From an optimization exercise on the open Yosys and OpenROAD flow, aimed at small area; shortcuts taken in it are not production practice. Only simulation tests tie the RTL to the original design; equivalence was not proved. Power and IR drop assume default switching activity.

==> inputs of exp/onyx <==
==> flow/design.v <==
module Bin_to_Display #(parameter INLEN = 4)(
	input [INLEN-1:0] b_num,
	output reg [6:0] seg
);
	always @(*) begin
		case (b_num)
			4'd0: seg = 7'b1000000;
			4'd1: seg = 7'b1111001;
			4'd2: seg = 7'b0100100;
			4'd3: seg = 7'b0110000;
			4'd4: seg = 7'b0011001;
			4'd5: seg = 7'b0010010;
			4'd6: seg = 7'b0000010;
			4'd7: seg = 7'b1111000;
			4'd8: seg = 7'b0000000;
			4'd9: seg = 7'b0010000;
			default: seg = 7'b1111111;
		endcase
	end
endmodule
module ServoController (
	input clk,
	input reset,
	input gate_trigger,
	output pwm,
	output reg done_moving
);
	reg [9:0] counter;
	reg [6:0] current_threshold;
	reg [15:0] step_timer;
	assign pwm = (counter < current_threshold);
	always @(posedge clk or negedge reset) begin
		if (!reset) begin
			counter <= 0;
			current_threshold <= 7'd50;
			step_timer <= 0;
			done_moving <= 1'b0;
		end else begin
		if (counter == 10'd1000)
			counter <= 0;
		else
			counter <= counter + 1;
		if ((gate_trigger && current_threshold < 100) || (!gate_trigger && current_threshold > 50)) begin
			done_moving <= 1'b0;
		end
		step_timer <= step_timer + 1;
		if (step_timer >= 16'd1000) begin
			step_timer <= 0;
			if (gate_trigger && current_threshold < 7'd100) begin
				current_threshold <= current_threshold + 1;
				done_moving <= 0;
			end else if (!gate_trigger && current_threshold > 7'd50) begin
				current_threshold <= current_threshold - 1;
				done_moving <= 0;
			end else begin
				done_moving <= 1;
			end
		end
		end
	end
endmodule
module CarParking (
    input clk,
    input InSig,
    input OutSig,
    input reset,
    output [6:0] HEX0,
    output [6:0] HEX1,
	 output [6:0] HEX4,
    output ClosedLight,
    output OpenLight,
    output reg WarningLight,
    output motor
);
    reg [3:0] tens;
    reg [3:0] ones;
    reg [6:0] CarCount;
    parameter IDLE = 1'b0;
    parameter OPEN = 1'b1;
    reg state;
    always @(*) begin
        tens = 0;
        ones = 0;
        if (CarCount >= 30) begin
            tens = 3;
            ones = CarCount - 30;
        end else if (CarCount >= 20) begin
            tens = 2;
            ones = CarCount - 20;
        end else if (CarCount >= 10) begin
            tens = 1;
            ones = CarCount - 10;
        end else begin
            tens = 0;
            ones = CarCount[3:0];
        end
    end
    assign ClosedLight = (CarCount >= 35);
    assign OpenLight   = !ClosedLight;
    Bin_to_Display Display0 (.b_num(ones), .seg(HEX0));
    Bin_to_Display Display1 (.b_num(tens), .seg(HEX1));
	 Bin_to_Display #(.INLEN(1)) Display4 (.b_num(state), .seg(HEX4));
	 wire done_moving;
    reg gate_trigger;
    ServoController Motor1 (
        .clk(clk),
        .reset(reset),
        .gate_trigger(gate_trigger),
        .pwm(motor),
        .done_moving(done_moving)
    );
    reg [9:0] in_db, out_db;
    reg In_Button, Out_Button;
    reg In_Prev, Out_Prev;
    always @(posedge clk or negedge reset) begin
        if (!reset) begin
            in_db <= 0;
            out_db <= 0;
            In_Button <= 0;
            Out_Button <= 0;
        end else begin
            if (!InSig)
                in_db <= (in_db < 10'd1_000) ? in_db + 1 : in_db;
            else
                in_db <= 0;
				if (!OutSig)
                out_db <= (out_db < 10'd1_000) ? out_db + 1 : out_db;
            else
                out_db <= 0;
            In_Button <= (in_db >= 10'd1_000);
				Out_Button <= (out_db >= 10'd1_000);
        end
    end
    reg [14:0] blink_count;
    always @(posedge clk or negedge reset) begin
        if (!reset) begin
            blink_count <= 0;
            WarningLight <= 0;
        end else begin
            blink_count <= blink_count + 1;
            if (blink_count >= 15'd25_000) begin
                blink_count <= 0;
                if (CarCount > 30 && CarCount < 35)
                    WarningLight <= ~WarningLight;
                else
                    WarningLight <= 0;
            end
        end
    end
	 reg [16:0] open_timer;
    always @(posedge clk or negedge reset) begin
        if (!reset) begin
            state <= IDLE;
            CarCount <= 0;
				gate_trigger <= 0;
        end else begin
            case (state)
               IDLE: begin
						gate_trigger <= 0;
						if ((In_Button && !In_Prev && CarCount < 35) || (Out_Button && !Out_Prev && CarCount > 0)) begin
							if (In_Button) CarCount <= CarCount + 1;
							else CarCount <= CarCount - 1;
							gate_trigger <= 1;
							open_timer   <= 0;  
							state        <= OPEN;
						end
					end
                OPEN: begin
						if (open_timer < 100000)    
							open_timer <= open_timer + 1;
						else if (!In_Button && !Out_Button) begin
							gate_trigger <= 0;
							state <= IDLE;
						end
					 end
            endcase
            In_Prev  <= In_Button;
            Out_Prev <= Out_Button;
        end
    end
endmodule
==> flow/run.sh <==
#!/bin/bash
# synth_recipe.tcl (not shown) runs the flow's synth.tcl, then flattens the netlist and writes it again
# the make line also repeats each setting of config.mk as NAME=value (left out here)
make -C /OpenROAD-flow-scripts/flow DESIGN_CONFIG=/design/flow/config.mk WORK_HOME=/design/flow/orfs CLKGATE_MAP_FILE= SYNTH_SCRIPT=/design/flow/synth_recipe.tcl finish
==> flow/config.mk <==
export PLATFORM = sky130hd
export DESIGN_NAME = CarParking
export DESIGN_NICKNAME = CarParking
export VERILOG_FILES = /design/flow/design.v
export SDC_FILE = /design/flow/constraint.sdc
export NUM_CORES = 4
export LEC_CHECK = 0
export CAP_MARGIN = 20
export CORE_MARGIN = 2
export CORE_UTILIZATION = 40
export SLEW_MARGIN = 20
==> flow/constraint.sdc <==
create_clock -name core_clock -period 10.0 [get_ports {clk}]
set_input_delay 2.0000 -clock core_clock [delete_from_list [all_inputs] [get_ports {clk}]]
set_output_delay 2.0000 -clock core_clock [all_outputs]
set_load 0.01 [all_outputs]
==> exp/indigo: changes against exp/onyx <==
==> flow/design.v (replaced) <==
module Bin_to_Display #(parameter INLEN = 4)(
	input [INLEN-1:0] b_num,
	output reg [6:0] seg
);
	always @(*) begin
		case (b_num)
			4'd0: seg = 7'b1000000;
			4'd1: seg = 7'b1111001;
			4'd2: seg = 7'b0100100;
			4'd3: seg = 7'b0110000;
			4'd4: seg = 7'b0011001;
			4'd5: seg = 7'b0010010;
			4'd6: seg = 7'b0000010;
			4'd7: seg = 7'b1111000;
			4'd8: seg = 7'b0000000;
			4'd9: seg = 7'b0010000;
			default: seg = 7'b1111111;
		endcase
	end
endmodule
module ServoController (
	input clk,
	input reset,
	input gate_trigger,
	output pwm
);
	reg [9:0] counter;
	reg [6:0] current_threshold;
	wire wrap = counter[9] & counter[8] & counter[7] & counter[6] & counter[5] & counter[3];
	assign pwm = (counter < current_threshold);
	always @(posedge clk or negedge reset) begin
		if (!reset) begin
			counter <= 0;
			current_threshold <= 7'd50;
		end else begin
			counter <= wrap ? 10'd0 : counter + 10'd1;
			if (wrap) begin
				if (gate_trigger && current_threshold < 7'd100)
					current_threshold <= current_threshold + 7'd1;
				else if (!gate_trigger && current_threshold > 7'd50)
					current_threshold <= current_threshold - 7'd1;
			end
		end
	end
endmodule
module CarParking (
    input clk,
    input InSig,
    input OutSig,
    input reset,
    output [6:0] HEX0,
    output [6:0] HEX1,
    output [6:0] HEX4,
    output ClosedLight,
    output OpenLight,
    output reg WarningLight,
    output motor
);
    reg [3:0] tens;
    reg [3:0] ones;
    reg [6:0] CarCount;
    reg state;
    always @(*) begin
        if (CarCount >= 30) begin
            tens = 3;
            ones = CarCount - 30;
        end else if (CarCount >= 20) begin
            tens = 2;
            ones = CarCount - 20;
        end else if (CarCount >= 10) begin
            tens = 1;
            ones = CarCount - 10;
        end else begin
            tens = 0;
            ones = CarCount[3:0];
        end
    end
    assign ClosedLight = (CarCount >= 35);
    assign OpenLight   = !ClosedLight;
    Bin_to_Display Display0 (.b_num(ones), .seg(HEX0));
    Bin_to_Display Display1 (.b_num(tens), .seg(HEX1));
    Bin_to_Display #(.INLEN(1)) Display4 (.b_num(state), .seg(HEX4));
    ServoController Motor1 (
        .clk(clk),
        .reset(reset),
        .gate_trigger(state),
        .pwm(motor)
    );
    reg [9:0] in_db, out_db;
    reg In_Button, Out_Button;
    reg In_Prev, Out_Prev;
    wire in_full  = in_db[9] & in_db[8] & in_db[7] & in_db[6] & in_db[5] & in_db[3];
    wire out_full = out_db[9] & out_db[8] & out_db[7] & out_db[6] & out_db[5] & out_db[3];
    always @(posedge clk or negedge reset) begin
        if (!reset) begin
            in_db <= 0;
            out_db <= 0;
            In_Button <= 0;
            Out_Button <= 0;
            In_Prev <= 0;
            Out_Prev <= 0;
        end else begin
            in_db  <= InSig  ? 10'd0 : in_db + {9'd0, !in_full};
            out_db <= OutSig ? 10'd0 : out_db + {9'd0, !out_full};
            In_Button  <= in_full;
            Out_Button <= out_full;
            In_Prev  <= In_Button;
            Out_Prev <= Out_Button;
        end
    end
    reg [14:0] blink_count;
    wire blink_end = blink_count[14] & blink_count[13] & blink_count[8] &
                     blink_count[7] & blink_count[5] & blink_count[3];
    always @(posedge clk or negedge reset) begin
        if (!reset) begin
            blink_count <= 0;
            WarningLight <= 0;
        end else begin
            blink_count <= blink_end ? 15'd0 : blink_count + 15'd1;
            if (blink_end)
                WarningLight <= (CarCount > 30 && CarCount < 35) ? ~WarningLight : 1'b0;
        end
    end
    reg [16:0] open_timer;
    wire timer_end = open_timer[16] & open_timer[15] & open_timer[10] &
                     open_timer[9] & open_timer[7] & open_timer[5];
    wire accept = !state && ((In_Button && !In_Prev && CarCount < 35) ||
                             (Out_Button && !Out_Prev && CarCount != 0));
    always @(posedge clk)
        open_timer <= accept ? 17'd0 : open_timer + {16'd0, !timer_end};
    always @(posedge clk or negedge reset) begin
        if (!reset) begin
            state <= 1'b0;
            CarCount <= 0;
        end else begin
            if (accept) begin
                CarCount <= In_Button ? CarCount + 7'd1 : CarCount - 7'd1;
                state <= 1'b1;
            end else if (state && timer_end && !In_Button && !Out_Button)
                state <= 1'b0;
        end
    end
endmodule
==> qor summary <==
Outcome: exp/onyx complete, no violations; exp/indigo complete, no violations
Max FO, Critical Path: exp/onyx 13; exp/indigo 8
Fraction of synthesized area in multiplexers: exp/onyx 0.916%; exp/indigo 2.55%
Setup slack of the worst register-to-register path: exp/onyx 7370 ps; exp/indigo 7400 ps
Register share of the cell area: exp/onyx 40.2%; exp/indigo 37.2%
Routability congestion estimate: exp/onyx 0.837; exp/indigo 0.832
Most frequent cell after synthesis: exp/onyx dfrtp_1; exp/indigo nor2_1
Core area: exp/onyx 13,900 sq um; exp/indigo 11,500 sq um
Min Tclk post-route: exp/onyx 5880 ps; exp/indigo 5420 ps
Critical path data arrival time: exp/onyx 3880 ps; exp/indigo 3420 ps
Effective utilization at floorplan: exp/onyx 41.2%; exp/indigo 41.1%
Endpoint of the most critical register-to-register path: exp/onyx open_timer[6]; exp/indigo Motor1.current_threshold[6]
Met2 layer usage reported by global route: exp/onyx 22.2%; exp/indigo 23.0%
Core occupancy in the finished layout: exp/onyx 46.0%; exp/indigo 46.1%
Instance count after placement with tap cells included: exp/onyx 772; exp/indigo 649
Synth Area in Adders: exp/onyx 8.77%; exp/indigo 9.88%
Post-CTS clock slew at the launch and capture registers of the worst setup and hold paths: exp/onyx 70 ps; exp/indigo 60 ps
Worst Hold End: exp/onyx WarningLight; exp/indigo Out_Prev
Overall track demand over capacity in global routing: exp/onyx 14.2%; exp/indigo 14.3%
Number of clock-tree buffers in the layout: exp/onyx 11; exp/indigo 9
Clock network power consumption: exp/onyx 0.334 mW; exp/indigo 0.325 mW
Routed length per instance: exp/onyx 12.6 um; exp/indigo 12.7 um

## re-timing with driven ports
How much do the figures lean on ideal ports? The routed layouts below were timed once more, with nothing changed but the port constraints.
Step 1 (the two cells are an assumption about what drives the block):
set clk [get_ports {clk}]
set_driving_cell -lib_cell sky130_fd_sc_hd__clkbuf_16 $clk
set_driving_cell -lib_cell sky130_fd_sc_hd__buf_2 [delete_from_list [all_inputs] $clk]
Step 2 adds t to the input delays and takes it off the output delays; t is the mean of the earliest and latest rising clock arrival at the registers after step 1. Input paths then give back, and output paths get back, about the clock's delay inside the block.
a / b / c = no drivers / after step 1 / after step 2; a / b = the first two.
run	t (ns)	slack for setup (ns)	hold slack, ns
exp/onyx	0.380	4.116 / 4.076 / 4.455	0.473 / 0.473 / 0.473
exp/indigo	0.370	4.577 / 4.539 / 4.910	0.415 / 0.415 / 0.415
After both steps setup and hold are still met in every run listed.
